This is an optimization exercise on Yosys and OpenROAD, whose aim is small area, a short achievable clock period and few clock cycles per item, not a production implementation.
At most, simulation tests tie the RTL to the original design; equivalence was not proved.

==> flow/design.v <==
module led_serial
   (
    clk,
    reset,
    keyi,
    datai,
    dataq,
    start,
    done);
   input          clk;
   input          reset;
   input  [127:0] keyi;
   input  [63:0]  datai;
   output [63:0]  dataq;
   input          start;
   output         done;
   reg  [63:0] state;
   reg  [5:0]  rc;      
   reg  [1:0]  cnt;     
   reg         ksel;    
   reg         busy;
   reg         done_r;  
   wire last = (rc == 6'h09);
   wire [63:0] s;
   wire [63:0] t;
   genvar i, r, c;
   generate
      for (i = 0; i < 16; i = i + 1) begin : g_sb
         led_sbox u_sb (.x(state[63-4*i -: 4]), .y(s[63-4*i -: 4]));
      end
      for (r = 0; r < 4; r = r + 1) begin : g_sr_r
         for (c = 0; c < 4; c = c + 1) begin : g_sr_c
            assign t[63-4*(r*4+c) -: 4] = s[63-4*(r*4 + (c+r)%4) -: 4];
         end
      end
   endgenerate
   wire [63:0] mc;
   generate
      for (c = 0; c < 4; c = c + 1) begin : g_mc
         wire [15:0] o;
         led_mcol u_mc (.i({t[63-4*c -: 4], t[63-4*(4+c) -: 4],
                            t[63-4*(8+c) -: 4], t[63-4*(12+c) -: 4]}), .o(o));
         assign mc[63-4*c -: 4]      = o[15:12];
         assign mc[63-4*(4+c) -: 4]  = o[11:8];
         assign mc[63-4*(8+c) -: 4]  = o[7:4];
         assign mc[63-4*(12+c) -: 4] = o[3:0];
      end
   endgenerate
   wire       step_end = (cnt == 2'd3);
   wire       use_k1 = ~busy | (step_end & ~ksel);
   wire       use_k2 = busy & step_end & ksel;
   wire [5:0] rca = busy ? rc : 6'h01;
   wire       addc = ~(busy & last);
   wire [63:0] cmask = addc ? {4'h8, 1'b0, rca[5:3], 8'h0,
                                4'h9, 1'b0, rca[2:0], 8'h0,
                                4'h2, 1'b0, rca[5:3], 8'h0,
                                4'h3, 1'b0, rca[2:0], 8'h0} : 64'h0;
   wire [63:0] mask = ({64{use_k1}} & keyi[127:64]) | ({64{use_k2}} & keyi[63:0]);
   wire [63:0] state_next = (busy ? mc : datai) ^ mask ^ cmask;
   always @(posedge clk)
     if (busy | start)
       state <= state_next;
   always @(posedge clk)
     if (start & ~busy) begin
        rc   <= 6'h03;
        cnt  <= 2'd0;
        ksel <= 1'b1;
     end else begin
        rc   <= {rc[4:0], rc[5] ^ rc[4] ^ 1'b1};
        cnt  <= cnt + 2'd1;
        if (step_end) ksel <= ~ksel;
     end
   wire busy_next = busy ? ~last : start;
   always @(posedge clk, posedge reset)
     if (reset) begin
        busy   <= 1'b0;
        done_r <= 1'b1;
     end else begin
        busy   <= busy_next;
        done_r <= ~busy_next;
     end
   assign done  = done_r;
   assign dataq = state;
endmodule
module led_sbox (x, y);
   input  [3:0] x;
   output [3:0] y;
   wire a = x[0] & ~x[2];
   wire b = x[3] & ~a;
   wire e = x[0] & x[1];
   wire f = x[2] | ~x[1];
   wire g = ~((f & ~x[0]) | x[3]) & ~e;
   wire h = x[3] ^ x[0];
   wire k = ~((~(x[3] & x[0]) | f) & (x[3] | x[1]));
   assign y[0] = h ^ (x[2] & ~x[1]);
   assign y[1] = ~((h & x[2]) | k);
   assign y[2] = ((b | ~e) & ~(b & ~x[1])) ^ x[2];
   assign y[3] = ~((f & b) | g);
endmodule
module led_mcol (i, o);
   input  [15:0] i;
   output [15:0] o;
   wire x0 = i[15] ^ i[7];
   wire x1 = i[10] ^ i[5];
   wire x2 = i[4] ^ i[3];
   wire x3 = i[9] ^ x0;
   wire x4 = i[6] ^ i[2];
   wire x5 = i[11] ^ i[0];
   wire x6 = i[14] ^ i[8];
   wire x7 = i[12] ^ i[1];
   wire x8 = x1 ^ x7;
   wire x9 = i[13] ^ x4;
   wire x10 = i[6] ^ x5;
   wire x11 = i[1] ^ x2;
   wire x12 = i[7] ^ x6;
   wire x13 = i[12] ^ i[4];
   wire x14 = i[14] ^ i[0];
   wire x15 = x3 ^ x8;
   wire x16 = i[5] ^ x11;
   wire x17 = x3 ^ x6;
   wire x18 = i[11] ^ x9;
   wire x19 = i[13] ^ i[9];
   wire x20 = i[9] ^ i[10];
   wire x21 = i[13] ^ i[6];
   wire x22 = i[12] ^ i[2];
   wire x23 = i[8] ^ i[3];
   wire x24 = i[15] ^ i[8];
   wire x25 = x4 ^ x14;
   wire x26 = x1 ^ x23;
   wire x27 = x2 ^ x5;
   wire x28 = x4 ^ x13;
   wire x29 = i[13] ^ x5;
   wire x30 = x13 ^ x20;
   wire x31 = x2 ^ x14;
   wire x32 = x22 ^ x24;
   wire x33 = i[10] ^ x2;
   wire x34 = i[0] ^ x1;
   wire x35 = i[4] ^ x1;
   wire x36 = x10 ^ x30;
   wire x37 = x3 ^ x31;
   wire x38 = x0 ^ x10;
   wire x39 = i[3] ^ x12;
   wire x40 = i[5] ^ x28;
   wire x41 = x12 ^ x34;
   wire x42 = x27 ^ x32;
   wire x43 = i[15] ^ x8;
   wire x44 = x21 ^ x26;
   wire x45 = x10 ^ x11;
   wire x46 = x25 ^ x35;
   wire x47 = x16 ^ x19;
   wire x48 = x9 ^ x41;
   wire x49 = x18 ^ x33;
   wire x50 = x17 ^ x40;
   wire x51 = x16 ^ x38;
   wire x52 = i[2] ^ x15;
   wire x53 = x15 ^ x29;
   wire x54 = x12 ^ x36;
   wire x55 = x3 ^ x44;
   wire x56 = x17 ^ x45;
   assign o[12] = x39;
   assign o[13] = x37;
   assign o[14] = x43;
   assign o[15] = x18;
   assign o[8] = x49;
   assign o[9] = x48;
   assign o[10] = x56;
   assign o[11] = x52;
   assign o[4] = x53;
   assign o[5] = x50;
   assign o[6] = x55;
   assign o[7] = x54;
   assign o[0] = x51;
   assign o[1] = x42;
   assign o[2] = x47;
   assign o[3] = x46;
endmodule
export LEC_CHECK = 0
export CAP_MARGIN = 20
export CORE_MARGIN = 2
export CORE_UTILIZATION = 40
export CTS_BUF_LIST = sky130_fd_sc_hd__clkbuf_8
export PLACE_DENSITY = 0.6
export SLEW_MARGIN = 20
create_clock -name core_clock -period 10.0 [get_ports {clk}]
standard.sh (not shown) runs the stock make flow with config.mk's settings and CLKGATE_MAP_FILE= SYNTH_SCRIPT=/design/flow/synth_recipe.tcl, a recipe that flattens the netlist after the stock synthesis.
==> flow/flow/run.sh <==
#!/bin/bash
# Layout flow: the standard flow, with two changes.
#  1. Synthesis maps the logic with the ABC script flow/abc.script in place of
#     ORFS's abc_speed.script (same Yosys script, registers untouched).
#  2. The ports are buffered by the smallest buffer, sky130_fd_sc_hd__buf_1,
#     instead of the one buffer_ports picks by default.
set -euo pipefail
here=$(pwd)
rm -rf "$here/scripts_abc"
cp -r "$FLOW_HOME/scripts" "$here/scripts_abc"
cp "$here/flow/abc.script" "$here/scripts_abc/abc_speed.script"
bash standard.sh "SCRIPTS_DIR=$here/scripts_abc" synth > synth.log 2>&1
bash standard.sh "BUFFER_PORTS_ARGS=-buffer_cell sky130_fd_sc_hd__buf_1" finish > layout.log 2>&1
==> flow/flow/abc.script <==
&get -n
&st
&deepsyn -T 60
&dch
&nf
&put
Testbench counts at the start, summed over its fixed seeds: cycles 2,352, items 48.
==> next run, changes <==
--- a/flow/design.v
+++ b/flow/design.v
@@ -48,17 +48,22 @@
    endgenerate
    wire       step_end = (cnt == 2'd3);
-   wire       use_k1 = ~busy | (step_end & ~ksel);
+   wire       load = ~busy & start;
+   wire       use_k1 = load | (busy & step_end & ~ksel);
    wire       use_k2 = busy & step_end & ksel;
-   wire [5:0] rca = busy ? rc : 6'h01;
-   wire       addc = ~(busy & last);
-   wire [63:0] cmask = addc ? {4'h8, 1'b0, rca[5:3], 8'h0,
-                                4'h9, 1'b0, rca[2:0], 8'h0,
-                                4'h2, 1'b0, rca[5:3], 8'h0,
-                                4'h3, 1'b0, rca[2:0], 8'h0} : 64'h0;
+   wire       busy_next = busy ? ~last : start;
+   wire [5:0] rca = (busy ? rc : 6'h01) & {6{busy_next}};
+   wire [3:0] c8 = {busy_next, 3'b000};
+   wire [3:0] c9 = {busy_next, 2'b00, busy_next};
+   wire [3:0] c2 = {2'b00, busy_next, 1'b0};
+   wire [3:0] c3 = {2'b00, busy_next, busy_next};
+   wire [63:0] cmask = {c8, 1'b0, rca[5:3], 8'h0,
+                        c9, 1'b0, rca[2:0], 8'h0,
+                        c2, 1'b0, rca[5:3], 8'h0,
+                        c3, 1'b0, rca[2:0], 8'h0};
    wire [63:0] mask = ({64{use_k1}} & keyi[127:64]) | ({64{use_k2}} & keyi[63:0]);
-   wire [63:0] state_next = (busy ? mc : datai) ^ mask ^ cmask;
+   wire [63:0] base = busy ? mc : (start ? datai : state);
+   wire [63:0] state_next = base ^ mask ^ cmask;
    always @(posedge clk)
-     if (busy | start)
-       state <= state_next;
+     state <= state_next;
    always @(posedge clk)
      if (start & ~busy) begin
@@ -71,5 +76,4 @@
         if (step_end) ksel <= ~ksel;
      end
-   wire busy_next = busy ? ~last : start;
    always @(posedge clk, posedge reset)
      if (reset) begin
Result: Routed wire length came out higher by 15%. Worst hold slack degrades by 0.017 ns. Clock skew barely changes. Utilization climbs by 0.32 points. Non-clock buffer count grows by 1. Via count grows by 12%. Area after synthesis decreases by 2.9%. Die area went down by 2.8%. Fmax goes down by 22%. Setup slack is worse by 0.92 ns. Sequential share of layout area shrinks by 6.5 points. Design area went down by 2.7%.
Only the layout flow was run in the second run of this note; the RTL was not checked for function there.


lane 5:
Starts from the design.v that is shown in full above.
clock: 10.0 ns
lec_check: 0
cap_margin: 20
core_margin: 2
core_utilization: 40
place_density: 0.6
slew_margin: 20
run.sh (not shown) runs the stock make flow with config.mk's settings and CLKGATE_MAP_FILE= SYNTH_SCRIPT=/design/flow/synth_recipe.tcl, a recipe that flattens the netlist after the stock synthesis.
Stock flow here: none of the scripts above is used.
Testbench counts of lane 5, summed over its fixed seeds: cycles 2,352, items 48.
The inputs of lane 2 differ from those of lane 5 as listed below.
--- a/flow/design.v
+++ b/flow/design.v
@@ -17,11 +17,10 @@
    reg  [63:0] state;
    reg  [5:0]  rc;      
    reg  [1:0]  cnt;     
    reg         ksel;    
    reg         busy;
-   reg         done_r;  
    wire last = (rc == 6'h09);
    wire [63:0] s;
    wire [63:0] t;
    genvar i, r, c;
    generate
@@ -68,20 +67,18 @@
      end else begin
         rc   <= {rc[4:0], rc[5] ^ rc[4] ^ 1'b1};
         cnt  <= cnt + 2'd1;
         if (step_end) ksel <= ~ksel;
      end
-   wire busy_next = busy ? ~last : start;
    always @(posedge clk, posedge reset)
-     if (reset) begin
-        busy   <= 1'b0;
-        done_r <= 1'b1;
-     end else begin
-        busy   <= busy_next;
-        done_r <= ~busy_next;
-     end
-   assign done  = done_r;
+     if (reset)
+       busy <= 1'b0;
+     else if (busy)
+       busy <= ~last;
+     else
+       busy <= start;
+   assign done  = ~busy;
    assign dataq = state;
 endmodule
 module led_sbox (x, y);
    input  [3:0] x;
    output [3:0] y;
Results
- Lane 2: number of buffer and inverter instances along the worst setup path 1 above lane 5
- Lane 5 → lane 2: highest attainable clock frequency fell by 8.6%; area after synthesis fell by about 0.6%; die area fell by about 0.56%.
- In terms of cell count after synthesis, lane 5 and lane 2 differ only marginally.
- Summary — worst hold margin, lane 2 relative to lane 5: higher, by 0.026 ns.
- Cell area reported after detailed placement essentially unchanged between lane 5 and lane 2.
- Compared with lane 5, lane 2 shows a lower overall routing resource usage.
- As far as arithmetic-cell share of the synthesized area counting full adders, half adders and majority gates is concerned, lane 5 and lane 2 perform about the same.
For lane 2, only the layout was checked, not whether the RTL still works.


Another version of the RTL of led_serial (not shown whole).
Size: ~870 cells after synthesis, ~260 I/O pins, ~7500 um2 of cells after synthesis.
==> module led_serial, before the edit <==
module led_serial
   (
    clk,
    reset,
    keyi,
    datai,
    dataq,
    start,
    done);
   input          clk;
   input          reset;
   input  [127:0] keyi;
   input  [63:0]  datai;
   output [63:0]  dataq;
   input          start;
   output         done;
   reg  [63:0] state;
   reg  [5:0]  rc;      
   reg  [1:0]  cnt;     
   reg         ksel;    
   reg         busy;
   reg         done_r;  
   wire last = (rc == 6'h09);
   wire [63:0] mc;
   led_round u_round (.s(state), .o(mc));
   wire       step_end = (cnt == 2'd3);
   wire       use_k1 = busy ? (step_end & ~ksel) : start;
   wire       use_k2 = busy & step_end & ksel;
   wire       busy_next = busy ? ~last : start;
   wire [5:0] rca = (busy ? rc : 6'h01) & {6{busy_next}};
   wire [3:0] c8 = {busy_next, 3'b000};
   wire [3:0] c9 = {busy_next, 2'b00, busy_next};
   wire [3:0] c2 = {2'b00, busy_next, 1'b0};
   wire [3:0] c3 = {2'b00, busy_next, busy_next};
   wire [63:0] cmask = {c8, 1'b0, rca[5:3], 8'h0,
                        c9, 1'b0, rca[2:0], 8'h0,
                        c2, 1'b0, rca[5:3], 8'h0,
                        c3, 1'b0, rca[2:0], 8'h0};
   wire [63:0] state_next;
   led_mix u_mix (.mc(mc), .d(datai), .q(state), .k1(keyi[127:64]), .k2(keyi[63:0]),
                  .c(cmask), .busy(busy), .start(start), .u1(use_k1), .u2(use_k2),
                  .o(state_next));
   always @(posedge clk)
     state <= state_next;
   always @(posedge clk)
     if (start & ~busy) begin
        rc   <= 6'h03;
        cnt  <= 2'd0;
        ksel <= 1'b1;
     end else begin
        rc   <= {rc[4:0], rc[5] ^ rc[4] ^ 1'b1};
        cnt  <= cnt + 2'd1;
        if (step_end) ksel <= ~ksel;
     end
   always @(posedge clk, posedge reset)
     if (reset) begin
        busy   <= 1'b0;
        done_r <= 1'b1;
     end else begin
        busy   <= busy_next;
        done_r <= ~busy_next;
     end
   assign done  = done_r;
   assign dataq = state;
endmodule
==> module led_mix, before the edit <==
module led_mix (mc, d, q, k1, k2, c, busy, start, u1, u2, o);
   input  [63:0] mc, d, q, k1, k2, c;
   input         busy, start, u1, u2;
   output [63:0] o;
   wire [63:0] base = busy ? mc : (start ? d : q);
   assign o = base ^ (({64{u1}} & k1) | ({64{u2}} & k2)) ^ c;
endmodule
export LEC_CHECK = 0
export CAP_MARGIN = 20
export CORE_MARGIN = 2
export CORE_UTILIZATION = 40
export CTS_BUF_LIST = sky130_fd_sc_hd__clkbuf_8
export PLACE_DENSITY = 0.6
export SLEW_MARGIN = 20
export SYNTH_HIERARCHICAL = 1
export SYNTH_MINIMUM_KEEP_SIZE = 500
create_clock -name core_clock -period 10.0 [get_ports {clk}]
standard.sh (not shown) runs the stock make flow with config.mk's settings and CLKGATE_MAP_FILE= SYNTH_SCRIPT=/design/flow/synth_recipe.tcl, a recipe that flattens the netlist after the stock synthesis.
==> flow/flow/abc.script <==
&get -n
&st
&deepsyn -T 60
&dch
&nf -R 20
&put
Scripts as last shown in full above: flow/flow/run.sh
Edit:
--- a/flow/design.v
+++ b/flow/design.v
@@ -22,11 +22,12 @@
    reg         done_r;  
    wire last = (rc == 6'h09);
    wire [63:0] mc;
    led_round u_round (.s(state), .o(mc));
    wire       step_end = (cnt == 2'd3);
-   wire       use_k1 = busy ? (step_end & ~ksel) : start;
+   wire       load = ~busy & start;
+   wire       use_k1 = load | (busy & step_end & ~ksel);
    wire       use_k2 = busy & step_end & ksel;
    wire       busy_next = busy ? ~last : start;
    wire [5:0] rca = (busy ? rc : 6'h01) & {6{busy_next}};
    wire [3:0] c8 = {busy_next, 3'b000};
    wire [3:0] c9 = {busy_next, 2'b00, busy_next};
@@ -34,14 +35,13 @@
    wire [3:0] c3 = {2'b00, busy_next, busy_next};
    wire [63:0] cmask = {c8, 1'b0, rca[5:3], 8'h0,
                         c9, 1'b0, rca[2:0], 8'h0,
                         c2, 1'b0, rca[5:3], 8'h0,
                         c3, 1'b0, rca[2:0], 8'h0};
-   wire [63:0] state_next;
-   led_mix u_mix (.mc(mc), .d(datai), .q(state), .k1(keyi[127:64]), .k2(keyi[63:0]),
-                  .c(cmask), .busy(busy), .start(start), .u1(use_k1), .u2(use_k2),
-                  .o(state_next));
+   wire [63:0] mask = ({64{use_k1}} & keyi[127:64]) | ({64{use_k2}} & keyi[63:0]);
+   wire [63:0] base = busy ? mc : (start ? datai : state);
+   wire [63:0] state_next = base ^ mask ^ cmask;
    always @(posedge clk)
      state <= state_next;
    always @(posedge clk)
      if (start & ~busy) begin
         rc   <= 6'h03;
@@ -60,17 +60,10 @@
         busy   <= busy_next;
         done_r <= ~busy_next;
      end
    assign done  = done_r;
    assign dataq = state;
-endmodule
-module led_mix (mc, d, q, k1, k2, c, busy, start, u1, u2, o);
-   input  [63:0] mc, d, q, k1, k2, c;
-   input         busy, start, u1, u2;
-   output [63:0] o;
-   wire [63:0] base = busy ? mc : (start ? d : q);
-   assign o = base ^ (({64{u1}} & k1) | ({64{u2}} & k2)) ^ c;
 endmodule
 module led_round (s, o);
    input  [63:0] s;
    output [63:0] o;
    wire [63:0] sb;
Result:
- The changed run finished with timing, DRC and antenna clean
- die area went up by 1.8%
- cell count grows by about 2%
- worst hold slack loses 5.9 ps
- count of clock-buffer cells in the layout stays the same
- maximum frequency went down by about 10%
- via count hardly moves
No run of this note included a check of the RTL's function; only the layout flow was run.

separate check: timing with driven ports:
How much do the figures lean on ideal ports? The routed layouts below were timed once more, with nothing changed but the port constraints. Step 1 assumes that a clkbuf_16 drives the clock port and a buf_2 every other input. Step 2 times the ports against the registers' clock, not the clock port: input delays grow and output delays shrink by t, the midpoint of the rising clock arrivals with the driver on. a / b / c = ideal ports / drivers / drivers and shift; a / b = the first two.
run | t (ns) | slack for setup (ns) | worst hold slack (ns) | worst slew at a driven data input, ns
the first run of note 1 | 0.398 | 6.793 / 6.793 / 6.674 | 0.449 / 0.449 / 0.449 | 0.04
the second run of note 1 | 0.407 | 5.871 / 5.885 / 5.478 | 0.433 / 0.433 / 0.433 | 0.06
lane 5 | 0.390 | 6.346 / 6.302 / 6.260 | 0.425 / 0.425 / 0.425 | 0.07
lane 2 | 0.386 | 6.001 / 5.955 / 6.258 | 0.451 / 0.451 / 0.451 | 0.09
the first run of note 3 | 0.427 | 6.149 / 6.167 / 5.740 | 0.428 / 0.428 / 0.428 | 0.10
the second run of note 3 | 0.415 | 5.730 / 5.740 / 5.325 | 0.422 / 0.422 / 0.422 | 0.08
After both steps every run listed still meets setup and hold. For the first run of note 3, which loses most, drivers alone change the setup slack by +0.018 ns; drivers and shift together by -0.409 ns.
